From an optimization exercise on the open Yosys and OpenROAD flow, aimed at small area, a short achievable clock period and few clock cycles per item; shortcuts taken in it are not production practice. Function was checked by simulation only, so behaviour that the tests miss may differ from the original.

==> flow/design.v (outline; a module is shown in full before it is edited, if it fits) <==
// module fp16_add_comb: 121 lines
// module fp16_mul_comb: 243 lines
// module fp16_from_int8: 266 lines
// module fp16_rsqrt_comb: 547 lines
// module layernorm: 124 lines
// module fp16_scale_inv_n: 16 lines
module layernorm #(
  parameter DIM = 64
) (
  input  wire        clk_i,
  input  wire        rst_i,
  input  wire        start_i,
  input  wire [DIM*16-1:0] x_i,
  output reg  [5:0]  w_sel_o,
  output reg  [6:0]  w_addr_o,
  input  wire [7:0]  w_data_i,
  input  wire [5:0]  gamma_sel_i,
  input  wire [15:0] gamma_scale_i,
  input  wire [15:0] beta_scale_i,
  output reg  [DIM*16-1:0] y_o,
  output reg               done_o,
  output reg               busy_o
);
  // ...
==> flow/flow/run.sh <==
#!/bin/bash
# The standard layout (standard.sh, unchanged synthesis and SDC), with
#  - every input and output port still buffered, with a plain buf_1 instead
#    of the delay buffer buffer_ports picks by default.
# The clock period and constraints are the design's.
set -euo pipefail
MARGIN=$(cat flow/margin.txt)
bash standard.sh SETUP_SLACK_MARGIN=$MARGIN \
  "BUFFER_PORTS_ARGS=-buffer_cell sky130_fd_sc_hd__buf_1" finish > standard.log 2>&1
==> flow/flow/margin.txt <==
50
==> flow/standard.sh <==
#!/bin/bash
# synth_recipe.tcl (not shown) runs the flow's synth.tcl, then flattens the netlist and writes it again
# the make line also repeats each setting of config.mk as NAME=value (left out here)
make -C /OpenROAD-flow-scripts/flow DESIGN_CONFIG=/design/flow/config.mk WORK_HOME=/design/flow/orfs CLKGATE_MAP_FILE= SYNTH_SCRIPT=/design/flow/synth_recipe.tcl "${@:-finish}"
==> flow/config.mk <==
export PLATFORM = sky130hd
export DESIGN_NAME = layernorm
export DESIGN_NICKNAME = layernorm
export VERILOG_FILES = /design/flow/design.v
export SDC_FILE = /design/flow/constraint.sdc
export NUM_CORES = 4
export LEC_CHECK = 0
export ABC_AREA = 1
export CAP_MARGIN = 20
export CELL_PAD_IN_SITES_DETAIL_PLACEMENT = 1
export CELL_PAD_IN_SITES_GLOBAL_PLACEMENT = 2
export CORE_AREA = 4 4 1096 341
export DIE_AREA = 0 0 1100 345
export PLACE_DENSITY = 0.35
export SETUP_SLACK_MARGIN = 3
export SLEW_MARGIN = 20
export SYNTH_MEMORY_MAX_BITS = 16384
==> flow/constraint.sdc <==
create_clock -name core_clock -period 65.0 [get_ports {clk_i}]
set_input_delay 13.0000 -clock core_clock [delete_from_list [all_inputs] [get_ports {clk_i}]]
set_output_delay 13.0000 -clock core_clock [all_outputs]
set_load 0.01 [all_outputs]
==> reports/qor.yml, run 1 <==
finish:
  multi_input_area_share_pct: 47.4
  layout_commonest_cell: "buf_1"
  nFillCells: 44800
  top_register: "y_o"
  final_cell_area_sq_mm: 0.107
worst_setup_path:
  crit_path_max_fanout: 12
  endpoint: "neg_mean[2]$_SDFFCE_PP0P_"
  reg2reg_depth: 95
  max_stage_delay_ns: 0.47
  crit_path_start: "sum_ph$_SDFF_PP1_"
  cp.required_ns: 65.57
  cp.buffers_inverters: 25
min_path:
  min_path_type: "flip-flop to flip-flop"
  hold_path_depth: 0
die:
  start_util_pct: 21.0
  core_area_sq_mm: 0.365
cts:
  path_clk_slew_ns: 0.07
  cts_buffer_depth: 4
  clk_latency_ns: 0.93
outcome:
  status: "complete, no violations"
logic_synthesis:
  avgSynthCellArea_sq_um: 7.19
  synth_compound_area_share_pct: 19.3
  synth-adder-area-share_pct: 13.9
  seq_area_frac_synth_pct: 32.2
  synth-edff-count: 47
  synth_mux_area_share_pct: 0.131
  synth_xor_area_share_pct: 2.53
sta:
  min_period_ns: 15.60
route:
  initialDrtViolationCount: 8852
grt:
  overflow: 0
  grt_pass1_wl_um: 762000
Testbench counts, summed over its fixed seeds: cycles 33,800, items 256.
==> run 2, diff against run 1 <==
==> flow/flow/margin.txt (replaced) <==
48.5
--- a/flow/config.mk
+++ b/flow/config.mk
@@ -7,5 +7,5 @@
 export LEC_CHECK = 0
 export ABC_AREA = 1
-export CAP_MARGIN = 20
+export CAP_MARGIN = 30
 export CELL_PAD_IN_SITES_DETAIL_PLACEMENT = 1
 export CELL_PAD_IN_SITES_GLOBAL_PLACEMENT = 2
@@ -14,4 +14,4 @@
 export PLACE_DENSITY = 0.35
 export SETUP_SLACK_MARGIN = 3
-export SLEW_MARGIN = 20
+export SLEW_MARGIN = 30
 export SYNTH_MEMORY_MAX_BITS = 16384
==> run 2 against run 1 <==
  * Synthesized cell count did not move
  * Sequential share of layout area rose by 1.3 points
  * Via count fell by 2.6%
  * Count of clock-buffer cells in the layout rose by 2
  * Utilization fell by 1.6 points
  * Wire length fell by 1.6%
  * Fmax fell by 1.2%
  * Critical endpoint unchanged
  * Largest cell class unchanged
==> reports/qor.yml, run 2 <==
logic_synthesis:
  ys_top_cells_by_count: "nand2_1 (1875), nor2_1 (1390), inv_1 (1328)"  # unchanged
  async_flop_share_pct: 0  # unchanged
  ys_warn_count: 6  # unchanged
  synth-edff-count: 47  # unchanged
  yosysMostFrequentCell: "nand2_1"  # unchanged
  synth.area.top_cells: "dfxtp_1 (30%), nand2_1 (9.2%), o21ai_0 (7.7%), fa_1 (7.1%), ha_1 (6.9%)"  # unchanged
  syn_area_sq_mm: 0.0766  # unchanged
  avgSynthCellArea_sq_um: 7.19  # unchanged
  synth_largest_area_cell: "dfxtp_1"  # unchanged
  ys_ff_latch: 1210  # unchanged
  seq_area_frac_synth_pct: 32.2  # unchanged
  synthFlopType: "dfxtp_1"  # unchanged
  syn_inst: 10700  # unchanged
  synth_top_area_share_pct: 30.4  # unchanged
  synth_cell_types: 82  # unchanged
  synth.net_count: 12400  # unchanged
finish:
  layout_commonest_cell: "buf_1"  # unchanged
  top_register: "y_o"  # unchanged
  register_area_sq_mm: 0.0247  # about the same
  drive_gt1_share_pct: 12.0  # was 17.2%
  final_cells: 18100  # was 18.4k
  largest_reg_flops: 1024  # unchanged
  final_cell_area_sq_mm: 0.102  # was 0.107 sq mm
  final_cell_mix: "buf_1 (2110), nand2_1 (1762), nor2_1 (1316)"  # was buf_1 (2110), nand2_1 (1657), nor2_1 (1268)
  multi_input_area_sq_mm: 0.0486  # was 0.0508 sq mm
  area_delta_synth_final_pct: 32.5  # was 40.0%
  layout.nets: 14800  # was 15.1k
  nFillCells: 44800  # about the same
cts:
  clk_latency_ns: 0.95  # was 0.93 ns
  clock_sinks: 1210  # unchanged
  cts_htree_levels: 3  # unchanged
  cts_root_buf: "clkbuf_16"  # unchanged
  path_clk_slew_ns: 0.08  # was 0.07 ns
  ctsHoldBuffers: 0  # unchanged
  tritoncts: "built"  # unchanged
  cts_made_buffers: 109  # was 108
  cts_buffer_depth: 4  # unchanged
job:
  maxCapViolCount: 0  # unchanged
die:
  die_area_sq_mm: 0.380  # unchanged
  rows: 123  # unchanged
  start_util_pct: 21.0  # unchanged
  pin_count: 2112  # unchanged
  die_w_um: 1100  # unchanged
  die_h_um: 345  # unchanged
  core_area_sq_mm: 0.365  # unchanged
min_path:
  min_path_type: "flip-flop to flip-flop"  # unchanged
route:
  drc: 0  # unchanged
  initialDrtViolationCount: 8514  # was 8852
  wl_um: 561000  # was 570000 um
  num_vias: 87400  # was 89.7k
  dr.pass1.iters: 8  # was 5
  drtAntennaViolNets: 0  # unchanged
  wire_per_inst_um: 31.1  # was 30.9 um
  routed_via_density: 4.84  # was 4.87
worst_setup_path:
  cp.required_ns: 65.56  # was 65.57 ns
  startpoint_type: "flip-flop"  # unchanged
  critPathSlowestCell: "o21ai_1"  # was a32oi_4
  crit_type: "flip-flop to flip-flop"  # unchanged
  max_stage_delay_ns: 0.62  # was 0.47 ns
  cp_common_cell: "nand2_1"
  worstPathArrival_ns: 16.35  # was 16.17 ns
  crit_path_max_fanout: 21  # was 12
  cp-end-kind: "flip-flop"  # unchanged
sta:
  relSlewSlack_pct: 17.0  # was 13.3%
  skew_ns: 0.153  # was 0.128 ns
  setup_violations: 0  # unchanged
  fmax_mhz: 63.4  # was 64.1 MHz
  min_period_ns: 15.78  # was 15.60 ns
  finalWorstSetupSlack_ns: 49.22  # was 49.40 ns
  rsz0062_at_grt: "no"  # was yes
  hold_viol_final: 0  # unchanged
  worst_slew_pin_slew_ns: 1.24  # was 1.30 ns
  setup_tns_ns: 0  # unchanged
  slew_viol_final: 0  # unchanged
  timing.final.crit_share_pct: 24.3  # was 24.0%
outcome:
  status: "complete, no violations"  # unchanged
placement:
  placed_area_sq_mm: 0.0909  # was 0.0908 sq mm
  dp_hpwl_um: 475000  # about the same
  gp_congestion: 0.928  # unchanged
  dpl.cell_count: 17500  # about the same
  dp_slack_ns: 42.93  # was 42.90 ns
  portBuffers: 2110  # unchanged
grt:
  grt_pass1_wl_um: 746000  # was 762000 um
  antenna_found_initial: 108  # was 110
  grt_usage_pct: 28.0  # was 28.5%
  grt_pass1_vias: 84600  # was 87.4k
  grt_max_degree: 148  # unchanged
  overflow: 0  # unchanged
==> run 2: path summary, 6_finish.rpt <==
path | start | endpoint | slack, ns | cells after the start
min | y_o[277]$_DFF_P_ | y_o[261]$_DFF_P_ | 0.24 | 0
min reg2reg | y_o[277]$_DFF_P_ | y_o[261]$_DFF_P_ | 0.24 | 0
max | xr_a[13]$_DFF_P_ | neg_mean[2]$_SDFFCE_PP0P_ | 49.22 | 92
max reg2reg | xr_a[13]$_DFF_P_ | neg_mean[2]$_SDFFCE_PP0P_ | 49.22 | 92
==> run 2: repair_timing <==
item	4_1_cts	5_1_grt
pin swaps	83	200
buffers inserted	168	163
endpoints found under the setup margin	78	76
gates cloned	14	7
resized for setup	435	502
==> run 2: cell type report <==
class | count | share of cell area, %
antenna | 33 | 0.0813
clock buffer | 141 | 2.99
clock inverter | 53 | 0.633
inverter | 1375 | 5.26
multi-input combinational | 7629 | 47.9
sequential | 1210 | 24.4
tap | 4937 | 6.08
timing repair buffer | 2672 | 12.7
timing repair inverter | 2 | 0.0123
==> run 2: kinds of logic after synthesis <==
kind of cell | after synthesis | share of synthesized area (%)
compound gates | 2503 | 19.3
xor+xnor | 219 | 2.53
fa+ha+maj | 692 | 13.9
buf+inv | 1822 | 9.09
flops | 1210 | 32.2
mux | 10 | 0.131
other cells | 1 | 0.00489
simple gates | 4197 | 22.8
==> run 2: metrics by stage <==
step | util, % | hold slack [ns]
after detailed placement | 24.9 | 0.334
final | 27.8 | 0.240
after floorplan | - | 0.382
after global routing | 27.8 | 0.220
after global placement | 24.9 | 0.330
after CTS | 26.8 | 0.225
==> run 2: per-layer routing <==
layer	vias to the layer above	global-route usage, %	share of wire [%]
met4	22	3.07	1.2
met5	-	0	0.022
met3	305	9.07	9.6
met2	2802	35.9	37
li1	40100	-	-
met1	44200	45.1	53
==> run 2: critical path, delay by kind of cell, from the launching register on <==
| family | cells | cell delay, ns |
|---|---|---|
| AND/OR/NAND/NOR | 33 | 4.67 |
| XOR/XNOR | 4 | 0.67 |
| flip-flops | 1 | 0.39 |
| adder cells (fa/ha/maj) | 9 | 2.11 |
| AO/OA/AOI/OAI | 25 | 4.58 |
| buffers and inverters | 21 | 2.87 |
==> run 3, diff against run 2 <==
==> flow/flow/margin.txt (replaced) <==
49
==> run 3 against run 2 <==
  * Still clean
  * Clock skew shrank 0.0095 ns
  * Hold slack better by 0.0074 ns
==> reports/qor.yml, run 3 <==
outcome:
  status: "complete, no violations"  # unchanged
grt:
  overflow: 0  # unchanged
  grt_pass1_wl_um: 749000  # was 746000 um
  grt_max_degree: 148  # unchanged
  grt_usage_pct: 28.1  # was 28.0%
  grt_pass1_vias: 85200  # was 84.6k
  antenna_found_initial: 112  # was 108
cts:
  clock_sinks: 1210  # unchanged
  path_clk_slew_ns: 0.08  # about the same
  cts_buffer_depth: 4  # unchanged
  cts_htree_levels: 3  # unchanged
  cts_root_buf: "clkbuf_16"  # unchanged
  ctsHoldBuffers: 0  # unchanged
  cts_made_buffers: 109  # unchanged
  clk_latency_ns: 0.94  # was 0.95 ns
  tritoncts: "built"  # unchanged
route:
  wl_um: 563000  # was 561000 um
  wire_per_inst_um: 31.0  # was 31.1 um
  dr.pass1.iters: 6  # was 8
  drtAntennaViolNets: 0  # unchanged
  routed_via_density: 4.83  # was 4.84
  drc: 0  # unchanged
  initialDrtViolationCount: 8582  # was 8514
  num_vias: 87900  # was 87.4k
finish:
  largest_reg_flops: 1024  # unchanged
  top_register: "y_o"  # unchanged
  nFillCells: 44700  # was 44.8k
  area_delta_synth_final_pct: 35.1  # was 32.5%
  layout.nets: 14900  # was 14.8k
  final_cell_mix: "buf_1 (2110), nand2_1 (1712), nor2_1 (1294)"  # was buf_1 (2110), nand2_1 (1762), nor2_1 (1316)
  layout_commonest_cell: "buf_1"  # unchanged
  drive_gt1_share_pct: 14.1  # was 12.0%
logic_synthesis:
  ys_top_cells_by_count: "nand2_1 (1875), nor2_1 (1390), inv_1 (1328)"  # unchanged
  async_flop_share_pct: 0  # unchanged
  synth_top_area_share_pct: 30.4  # unchanged
  synth.area.top_cells: "dfxtp_1 (30%), nand2_1 (9.2%), o21ai_0 (7.7%), fa_1 (7.1%), ha_1 (6.9%)"  # unchanged
  synth-edff-count: 47  # unchanged
  ys_ff_latch: 1210  # unchanged
  synth_cell_types: 82  # unchanged
  syn_area_sq_mm: 0.0766  # unchanged
  synth_largest_area_cell: "dfxtp_1"  # unchanged
  avgSynthCellArea_sq_um: 7.19  # unchanged
  ys_warn_count: 6  # unchanged
  synth.net_count: 12400  # unchanged
  seq_area_frac_synth_pct: 32.2  # unchanged
  synthFlopType: "dfxtp_1"  # unchanged
  yosysMostFrequentCell: "nand2_1"  # unchanged
  syn_inst: 10700  # unchanged
sta:
  rsz0062_at_grt: "yes"  # was no
  relSlewSlack_pct: 7.35  # was 17.0%
  whs_ns: 0.247  # was 0.240 ns
  setup_tns_ns: 0  # unchanged
  worst_slew_pin_slew_ns: 1.38  # was 1.24 ns
  slew_viol_final: 0  # unchanged
  timing.final.crit_share_pct: 24.1  # was 24.3%
  fmax_mhz: 63.8  # was 63.4 MHz
  min_period_ns: 15.67  # was 15.78 ns
  hold_viol_final: 0  # unchanged
  skew_ns: 0.143  # was 0.153 ns
  setup_violations: 0  # unchanged
placement:
  portBuffers: 2110  # unchanged
  dp_hpwl_um: 475000  # unchanged
  gp_congestion: 0.928  # unchanged
job:
  maxCapViolCount: 0  # unchanged
worst_setup_path:
  crit_type: "flip-flop to flip-flop"  # unchanged
  worstPathArrival_ns: 16.24  # was 16.35 ns
  crit_path_max_fanout: 21  # unchanged
  cp-end-kind: "flip-flop"  # unchanged
  critPathSlowestCell: "a32oi_4"  # was o21ai_1
  cp_common_cell: "nand2_1"  # unchanged
  cp.required_ns: 65.58  # was 65.56 ns
  max_stage_delay_ns: 0.41  # was 0.62 ns
  startpoint_type: "flip-flop"  # unchanged
die:
  rows: 123  # unchanged
  core_area_sq_mm: 0.365  # unchanged
  die_h_um: 345  # unchanged
  die_w_um: 1100  # unchanged
  die_area_sq_mm: 0.380  # unchanged
  start_util_pct: 21.0  # unchanged
  pin_count: 2112  # unchanged
min_path:
  min_path_type: "flip-flop to flip-flop"  # unchanged
[run 3: cell count changes in the layout (fill, tap and decap cells not counted), sizes merged]
cell / previous run / this run
nand3: 555 / 554
buf: 2660 / 2777
inv: 1337 / 1334
nand2: 1929 / 1930
bufbuf: 7 / 5
clkinv: 52 / 56
clkinvlp: 33 / 32
diode: 33 / 39
[run 3: repair_timing]
item,4_1_cts,5_1_grt
setup endpoints to repair,78,76
gates cloned,15,7
pin swaps,131,309
buffers inserted,234,211
resized for setup,603,625
[run 3: final timing paths]
| path | from | to | slack, ns | cells past startpoint |
|---|---|---|---|---|
| worst min register to register | y_o[277]$_DFF_P_ | y_o[261]$_DFF_P_ | 0.25 | 0 |
| worst min-delay path | y_o[277]$_DFF_P_ | y_o[261]$_DFF_P_ | 0.25 | 0 |
| worst max-delay path | sum_ph$_SDFF_PP1_ | neg_mean[2]$_SDFFCE_PP0P_ | 49.33 | 92 |
| worst max register to register | sum_ph$_SDFF_PP1_ | neg_mean[2]$_SDFFCE_PP0P_ | 49.33 | 92 |
[run 3: cell type report]
type / instances / area, sq um / area share, %
clock buffers: 141 / 3040 / 2.94
clock inverters: 53 / 643 / 0.621
repair buffers: 2787 / 13900 / 13.4
well taps: 4937 / 6180 / 5.97
multi-input cells: 7629 / 49600 / 47.9
inverters: 1375 / 5380 / 5.20
repair inverters: 2 / 15.0 / 0.0145
flip-flops and latches: 1210 / 24700 / 23.9
diodes: 39 / 97.6 / 0.0943
[run 3: kinds of logic (layout without fill, tap and decap cells)]
group | after synthesis | count (layout) | share of synthesized area [%]
compound gates | 2503 | 2503 | 19.3
fa+ha+maj | 692 | 692 | 13.9
xor+xnor | 219 | 219 | 2.53
mux | 10 | 10 | 0.131
flops | 1210 | 1210 | 32.2
other cells | 1 | 40 | 0.00489
buf+inv | 1822 | 4358 | 9.09
simple gates | 4197 | 4204 | 22.8
[run 3: routing by layer]
metal	share of wire [%]	track usage [%]	up-vias	routed length, um
met5	0.023	0	-	128
met4	1.1	3.08	22	6450
met3	9.6	9.21	280	54200
met2	37	36.1	2635	207000
met1	52	45.2	44600	295000
li1	-	-	40300	-
[run 3: worst max-delay path: cells and delay by family (launching register included)]
kind / cells / cell delay (ns)
AND/OR/NAND/NOR: 38 / 5.00
flip-flops: 1 / 0.39
AO/OA/AOI/OAI: 23 / 4.20
XOR/XNOR: 4 / 0.79
adder cells (fa/ha/maj): 9 / 2.37
buffers and inverters: 18 / 2.47
[run 3: stage by stage]
step	worst slack, ns	area (sq um)	utilization [%]	cells
finish	49.33	104000	28.4	18200
detailed placement	42.93	90900	24.9	17500
CTS	49.01	99100	27.1	17900
global placement	43.30	90800	24.9	17500
floorplan	50.16	76600	-	10700
global route	48.69	103000	28.3	18100
==> run 4, diff against run 3 <==
--- a/flow/config.mk
+++ b/flow/config.mk
@@ -8,9 +8,9 @@
 export ABC_AREA = 1
 export CAP_MARGIN = 30
-export CELL_PAD_IN_SITES_DETAIL_PLACEMENT = 1
-export CELL_PAD_IN_SITES_GLOBAL_PLACEMENT = 2
+export CELL_PAD_IN_SITES_DETAIL_PLACEMENT = 0
+export CELL_PAD_IN_SITES_GLOBAL_PLACEMENT = 0
 export CORE_AREA = 4 4 1096 341
 export DIE_AREA = 0 0 1100 345
-export PLACE_DENSITY = 0.35
+export PLACE_DENSITY = 0.55
 export SETUP_SLACK_MARGIN = 3
 export SLEW_MARGIN = 30
==> run 4 against run 3 <==
  * Die area stayed put
  * Utilization is 0.50 points lower
  * Register-to-register slack got worse by 0.02 ns
  * Largest cell class unchanged
  * Final cell count decreased by 0.35%
  * Non-clock buffer count decreased by 109
  * Global-route usage shrank 2.2 points
==> reports/qor.yml, run 4 <==
min_path:
  hold_start: "y_o[206]$_DFF_P_"  # was y_o[277]$_DFF_P_
  min_path_type: "flip-flop to flip-flop"  # unchanged
sta:
  worst_slew_pin_slew_ns: 1.23  # was 1.38 ns
  slew_viol_final: 0  # unchanged
  timing.final.crit_share_pct: 24.1  # about the same
  min_period_ns: 15.68  # was 15.67 ns
  setup_violations: 0  # unchanged
  rsz0062_at_grt: "no"  # was yes
  relSlewSlack_pct: 17.0  # was 7.35%
  setup_tns_ns: 0  # unchanged
  fmax_mhz: 63.8  # about the same
  hold_viol_final: 0  # unchanged
  skew_ns: 0.0830  # was 0.143 ns
worst_setup_path:
  crit_path_start: "sum_ph$_SDFF_PP1_"  # unchanged
  cp-end-kind: "flip-flop"  # unchanged
  reg2reg_from: "sum_ph$_SDFF_PP1_"  # unchanged
  cp.required_ns: 65.60  # was 65.58 ns
  crit_path_max_fanout: 16  # was 21
  worstPathArrival_ns: 16.28  # was 16.24 ns
  critPathSlowestCell: "o21a_1"  # was a32oi_4
  startpoint_type: "flip-flop"  # unchanged
  max_stage_delay_ns: 0.84  # was 0.41 ns
  cp_common_cell: "buf_4"  # was nand2_1
  crit_type: "flip-flop to flip-flop"  # unchanged
logic_synthesis:
  avgSynthCellArea_sq_um: 7.19  # unchanged
  synth_largest_area_cell: "dfxtp_1"  # unchanged
  seq_area_frac_synth_pct: 32.2  # unchanged
  syn_inst: 10700  # unchanged
  ys_warn_count: 6  # unchanged
  async_flop_share_pct: 0  # unchanged
  ys_top_cells_by_count: "nand2_1 (1875), nor2_1 (1390), inv_1 (1328)"  # unchanged
  synth.net_count: 12400  # unchanged
  syn_area_sq_mm: 0.0766  # unchanged
  synth_cell_types: 82  # unchanged
  synth.area.top_cells: "dfxtp_1 (30%), nand2_1 (9.2%), o21ai_0 (7.7%), fa_1 (7.1%), ha_1 (6.9%)"  # unchanged
  synth_top_area_share_pct: 30.4  # unchanged
  ys_ff_latch: 1210  # unchanged
  synthFlopType: "dfxtp_1"  # unchanged
  synth-edff-count: 47  # unchanged
  yosysMostFrequentCell: "nand2_1"  # unchanged
route:
  met1_length_um: 245000  # was 295000 um
  wire_per_inst_um: 29.2  # was 31.0 um
  num_vias: 90800  # was 87.9k
  initialDrtViolationCount: 12300  # was 8582
  dr.pass1.iters: 6  # unchanged
  route.met2.wl_um: 190000  # was 207000 um
  routed_via_density: 5.01  # was 4.83
  drtAntennaViolNets: 0  # unchanged
  wl_um: 529000  # was 563000 um
  drc: 0  # unchanged
  highest_layer: "met5"  # unchanged
  dr_wl_met3_um: 67300  # was 54200 um
placement:
  dpl.cell_count: 17400  # was 17.5k
  portBuffers: 2110  # unchanged
  gp_congestion: 1.08  # was 0.928
  dp_hpwl_um: 442000  # was 475000 um
die:
  die_w_um: 1100  # unchanged
  die_h_um: 345  # unchanged
  rows: 123  # unchanged
  core_area_sq_mm: 0.365  # unchanged
  pin_count: 2112  # unchanged
  start_util_pct: 21.0  # unchanged
  die_area_sq_mm: 0.380  # unchanged
cts:
  cts_buffer_depth: 4  # unchanged
  clk_latency_ns: 0.90  # was 0.94 ns
  cts_htree_levels: 3  # unchanged
  cts_made_buffers: 103  # was 109
  cts_root_buf: "clkbuf_16"  # unchanged
  tritoncts: "built"  # unchanged
  clock_sinks: 1210  # unchanged
  path_clk_slew_ns: 0.08  # about the same
  ctsHoldBuffers: 0  # unchanged
finish:
  top_register: "y_o"  # unchanged
  layout_commonest_cell: "buf_1"  # unchanged
  area_delta_synth_final_pct: 32.7  # was 35.1%
  layout.nets: 14800  # was 14.9k
  largest_reg_flops: 1024  # unchanged
  final_cells: 18100  # was 18.2k
  drive_gt1_share_pct: 12.4  # was 14.1%
  final_cell_mix: "buf_1 (2106), nand2_1 (1746), nor2_1 (1318)"  # was buf_1 (2110), nand2_1 (1712), nor2_1 (1294)
grt:
  grt_usage_pct: 26.0  # was 28.1%
  antenna_found_initial: 89  # was 112
  grt_max_degree: 172  # was 148
  grt_pass1_vias: 81200  # was 85.2k
  overflow: 0  # unchanged
  grt_pass1_wl_um: 694000  # was 749000 um
outcome:
  status: "complete, no violations"  # unchanged
job:
  maxCapViolCount: 0  # unchanged
-- run 4: kinds of logic after synthesis --
family                   Yosys count  synth area share [%]
AO/OA/AOI/OAI                   2503                  19.3
XOR/XNOR                         219                  2.53
adder cells (fa/ha/maj)          692                  13.9
buffers and inverters           1822                  9.09
flip-flops                      1210                  32.2
multiplexers                      10                 0.131
other                              1               0.00489
AND/OR/NAND/NOR                 4197                  22.8
-- run 4: cell type report --
cell class              count  area, sq um
flip-flops and latches   1210        24700
diodes                     87          218
clock inverters            62          733
well taps                4937         6180
fillers                 40700       263000
repair buffers           2678        12800
inverters                1375         5320
multi-input cells        7635        48900
repair inverters            2         15.0
clock buffers             123         2780
-- run 4: critical path, delay by kind of cell (launching register included) --
family | cells | cell delay [ns]
AO/OA/AOI/OAI | 20 | 3.50
buffers and inverters | 32 | 3.99
XOR/XNOR | 2 | 0.34
AND/OR/NAND/NOR | 45 | 5.06
flip-flops | 1 | 0.37
adder cells (fa/ha/maj) | 9 | 2.07
-- run 4: path summary, 6_finish.rpt --
kind | slack [ns] | endpoint | cells after the start
max reg2reg | 49.32 | neg_mean[4]$_SDFFCE_PP0P_ | 108
min | 0.29 | y_o[190]$_DFF_P_ | 0
min reg2reg | 0.29 | y_o[190]$_DFF_P_ | 0
max | 49.32 | neg_mean[4]$_SDFFCE_PP0P_ | 108
-- run 4: per-stage QoR --
step | hold slack, ns | worst slack, ns | utilization, % | instance area (sq um)
5_1_grt | 0.275 | 48.82 | 27.8 | 102000
2_1_floorplan | 0.382 | 50.16 | - | 76600
6_report | 0.285 | 49.32 | 27.8 | 102000
3_5_place_dp | 0.333 | 43.20 | 24.8 | 90500
3_3_place_gp | 0.331 | 42.56 | 24.8 | 90400
4_1_cts | 0.284 | 49.00 | 26.6 | 97100
-- run 4: timing repair --
action | in CTS | in global routing
resized for setup | 386 | 621
buffers inserted | 158 | 226
setup endpoints to repair | 78 | 78
endpoints found under the hold margin | 0 | 0
cloned | 16 | 13
pin swaps | 76 | 240
-- run 4: per-layer routing --
layer	vias up	global-route usage [%]
li1	40200	-
met1	44700	38.7
met2	5235	32.3
met3	648	9.97
met4	30	10.5
met5	-	0
==> run 5, diff against run 4 <==
--- a/flow/config.mk
+++ b/flow/config.mk
@@ -12,5 +12,5 @@
 export CORE_AREA = 4 4 1096 341
 export DIE_AREA = 0 0 1100 345
-export PLACE_DENSITY = 0.55
+export PLACE_DENSITY = 0.45
 export SETUP_SLACK_MARGIN = 3
 export SLEW_MARGIN = 30
==> run 5 against run 4 <==
  * Hold slack got worse by 0.0066 ns
  * Utilization fell by 0.19 points
  * Non-clock buffer count fell by 78
  * Wire length fell by 4.5%
  * Critical path type unchanged
==> reports/qor.yml, run 5 <==
outcome:
  status: "complete, no violations"  # unchanged
min_path:
  min_to: "y_o[245]$_DFF_P_"  # was y_o[190]$_DFF_P_
  min_path_type: "flip-flop to flip-flop"  # unchanged
  hold_path_depth: 0  # unchanged
  hold_start: "y_o[261]$_DFF_P_"  # was y_o[206]$_DFF_P_
finish:
  nFillCells: 40800  # was 40.7k
  layout.nets: 14700  # was 14.8k
  area_delta_synth_final_pct: 31.8  # was 32.7%
  final_util_pct: 27.7  # was 27.8%
  drive_gt1_share_pct: 12.0  # was 12.4%
  layout_commonest_cell: "buf_1"  # unchanged
  largest_reg_flops: 1024  # unchanged
  final_cell_mix: "buf_1 (2105), nand2_1 (1754), nor2_1 (1305)"  # was buf_1 (2106), nand2_1 (1746), nor2_1 (1318)
  top_register: "y_o"  # unchanged
worst_setup_path:
  worstReg2RegEnd: "sq_a[11]$_SDFF_PP1_"  # was neg_mean[4]$_SDFFCE_PP0P_
  reg2reg_from: "neg_mean[11]$_SDFFCE_PP1P_"  # was sum_ph$_SDFF_PP1_
  critPathSlowestCell: "fa_1"  # was o21a_1
  cp.required_ns: 65.63  # was 65.60 ns
  worstPathArrival_ns: 16.17  # was 16.28 ns
  max_stage_delay_ns: 0.59  # was 0.84 ns
  cp-end-kind: "flip-flop"  # unchanged
  crit_type: "flip-flop to flip-flop"  # unchanged
  cp_common_cell: "nand2_2"  # was buf_4
  crit_path_max_fanout: 12  # was 16
  reg2reg_depth: 94  # was 108
  reg2reg_slack_ns: 49.46  # was 49.32 ns
  startpoint_type: "flip-flop"  # unchanged
grt:
  grt_max_degree: 173  # was 172
  antenna_found_initial: 88  # was 89
  grt_pass1_wl_um: 667000  # was 694000 um
  overflow: 0  # unchanged
  grt_usage_pct: 24.8  # was 26.0%
  grt_pass1_vias: 79100  # was 81.2k
logic_synthesis:
  ys_top_cells_by_count: "nand2_1 (1875), nor2_1 (1390), inv_1 (1328)"  # unchanged
  yosysMostFrequentCell: "nand2_1"  # unchanged
  synth.net_count: 12400  # unchanged
  seq_area_frac_synth_pct: 32.2  # unchanged
  synth_largest_area_cell: "dfxtp_1"  # unchanged
  synth_top_area_share_pct: 30.4  # unchanged
  synth.area.top_cells: "dfxtp_1 (30%), nand2_1 (9.2%), o21ai_0 (7.7%), fa_1 (7.1%), ha_1 (6.9%)"  # unchanged
  ys_ff_latch: 1210  # unchanged
  synth-edff-count: 47  # unchanged
  syn_inst: 10700  # unchanged
  async_flop_share_pct: 0  # unchanged
  synth_cell_types: 82  # unchanged
  syn_area_sq_mm: 0.0766  # unchanged
  avgSynthCellArea_sq_um: 7.19  # unchanged
  synthFlopType: "dfxtp_1"  # unchanged
  ys_warn_count: 6  # unchanged
route:
  drtAntennaViolNets: 0  # unchanged
  drc: 0  # unchanged
  wl_um: 505000  # was 529000 um
  num_vias: 89200  # was 90.8k
  dr.pass1.iters: 7  # was 6
  wire_per_inst_um: 28.1  # was 29.2 um
  initialDrtViolationCount: 12600  # was 12.3k
  routed_via_density: 4.96  # was 5.01
cts:
  path_clk_slew_ns: 0.09  # was 0.08 ns
  tritoncts: "built"  # unchanged
  cts_made_buffers: 103  # unchanged
  cts_root_buf: "clkbuf_16"  # unchanged
  clk_latency_ns: 0.90  # about the same
  ctsHoldBuffers: 0  # unchanged
  clock_sinks: 1210  # unchanged
  cts_htree_levels: 3  # unchanged
  cts_buffer_depth: 4  # unchanged
die:
  die_h_um: 345  # unchanged
  rows: 123  # unchanged
  die_w_um: 1100  # unchanged
  core_area_sq_mm: 0.365  # unchanged
  die_area_sq_mm: 0.380  # unchanged
  pin_count: 2112  # unchanged
  start_util_pct: 21.0  # unchanged
job:
  maxCapViolCount: 0  # unchanged
sta:
  relSlewSlack_pct: 16.0  # was 17.0%
  slew_viol_final: 0  # unchanged
  worst_slew_pin_slew_ns: 1.25  # was 1.23 ns
  hold_viol_final: 0  # unchanged
  timing.final.crit_share_pct: 23.9  # was 24.1%
  setup_violations: 0  # unchanged
  fmax_mhz: 64.4  # was 63.8 MHz
  skew_ns: 0.0970  # was 0.0830 ns
  setup_tns_ns: 0  # unchanged
  min_period_ns: 15.54  # was 15.68 ns
  rsz0062_at_grt: "yes"  # was no
placement:
  dp_hpwl_um: 422000  # was 442000 um
  portBuffers: 2110  # unchanged
  gp_congestion: 1.03  # was 1.08
run 5: cell count changes in the layout (fill, tap and decap cells not counted), sizes merged, moves of 3 or more:
cell      delta
buf         -75
bufinv       +5
clkbuf       +4
clkinv       +3
clkinvlp     -4
diode       -40
inv          -6
run 5: area by class of cell:
cell class,count,area (sq um),share of cell area (%)
timing repair buffer,2600,12100,12.0
multi-input combinational,7634,48800,48.4
inverter,1375,5330,5.28
timing repair inverter,2,12.5,0.0124
clock inverter,60,817,0.809
sequential,1210,24700,24.5
clock buffer,127,2850,2.82
tap,4937,6180,6.12
antenna,47,118,0.116
run 5: worst max-delay path: cells and delay by family (launching register included):
kind / cells / cell delay, ns
compound gates: 16 / 2.82
xor+xnor: 2 / 0.52
fa+ha+maj: 11 / 4.08
buf+inv: 20 / 1.88
flops: 1 / 0.34
simple gates: 45 / 5.61
run 5: timing repair:
| action | CTS | global route |
|---|---|---|
| buffers inserted | 104 | 211 |
| endpoints found under the hold margin | 0 | 0 |
| resized for setup | 380 | 606 |
| cloned | 12 | 14 |
| endpoints found under the setup margin | 78 | 76 |
| pin swaps | 62 | 201 |
run 5: metrics by stage:
| stage | setup slack (ns) | cells | instance area (sq um) | hold slack, ns |
|---|---|---|---|---|
| floorplan | 50.16 | 10700 | 76600 | 0.382 |
| global placement | 43.53 | 17400 | 90400 | 0.331 |
| detailed placement | 43.69 | 17400 | 90500 | 0.333 |
| CTS | 49.00 | 17700 | 96700 | 0.256 |
| global route | 48.80 | 18000 | 101000 | 0.262 |
| finish | 49.46 | 18000 | 101000 | 0.279 |
run 5: kinds of logic (layout without fill, tap and decap cells):
family / after synthesis / count (layout) / share of synthesized area (%)
flops: 1210 / 1210 / 32.2
other cells: 1 / 48 / 0.00489
xor+xnor: 219 / 219 / 2.53
fa+ha+maj: 692 / 692 / 13.9
compound gates: 2503 / 2503 / 19.3
mux: 10 / 10 / 0.131
buf+inv: 1822 / 4164 / 9.09
simple gates: 4197 / 4209 / 22.8
run 5: how the worst max path moves through the flow:
stage	startpoint	end	slack, ns	cells past startpoint
after floorplan	sum_ph$_SDFF_PP1_	neg_mean[0]$_SDFFCE_PP0P_	50.16	116
after global placement	sum_ph$_SDFF_PP1_	neg_mean[3]$_SDFFCE_PP0P_	43.53	109
after detailed placement	sum_ph$_SDFF_PP1_	neg_mean[3]$_SDFFCE_PP0P_	43.69	109
after CTS	xr_a[11]$_DFF_P_	neg_mean[0]$_SDFFCE_PP0P_	49.00	109
after global routing	neg_mean[11]$_SDFFCE_PP1P_	sq_a[10]$_SDFF_PP1_	48.80	93
final	neg_mean[11]$_SDFFCE_PP1P_	sq_a[11]$_SDFF_PP1_	49.46	94
run 5: routing by layer:
layer | vias to the layer above | track usage (%) | part of all wire (%)
li1 | 40000 | - | -
met1 | 43900 | 37.8 | 48
met2 | 4636 | 30.4 | 36
met3 | 555 | 10.4 | 13
met4 | 32 | 7.57 | 3.8
met5 | - | 0 | 0.044

-- separate check: timing with driven ports --
No port has a modelled driver above. Below, the same layouts with a new extraction and two added sets of constraints.
Step 1: set_driving_cell puts a clkbuf_16 on clk_i and a buf_2 on each other input, an assumption about the parent block.
Step 2 also shifts input and output timing later by t, the mid clock arrival at the registers, as if the neighbouring blocks saw the same clock.
Three values: ideal, step 1, step 2; two values: the first two.
| run | shift t [ns] | slack for setup (ns) | hold WS [ns] |
|---|---|---|---|
| run 1 | 0.994 | 49.401 / 49.401 / 49.332 | 0.254 / 0.254 / 0.254 |
| run 2 | 1.006 | 49.217 / 49.217 / 49.217 | 0.240 / 0.240 / 0.240 |
| run 3 | 1.005 | 49.332 / 49.332 / 49.332 | 0.247 / 0.247 / 0.247 |
| run 4 | 0.966 | 49.316 / 49.316 / 49.187 | 0.285 / 0.285 / 0.285 |
| run 5 | 0.992 | 49.462 / 49.462 / 49.462 | 0.279 / 0.279 / 0.279 |
After both steps setup and hold are still met in every run listed. The setup slack of run 4, which loses most, moves by 0.000 ns with the drivers and by -0.129 ns with both steps.
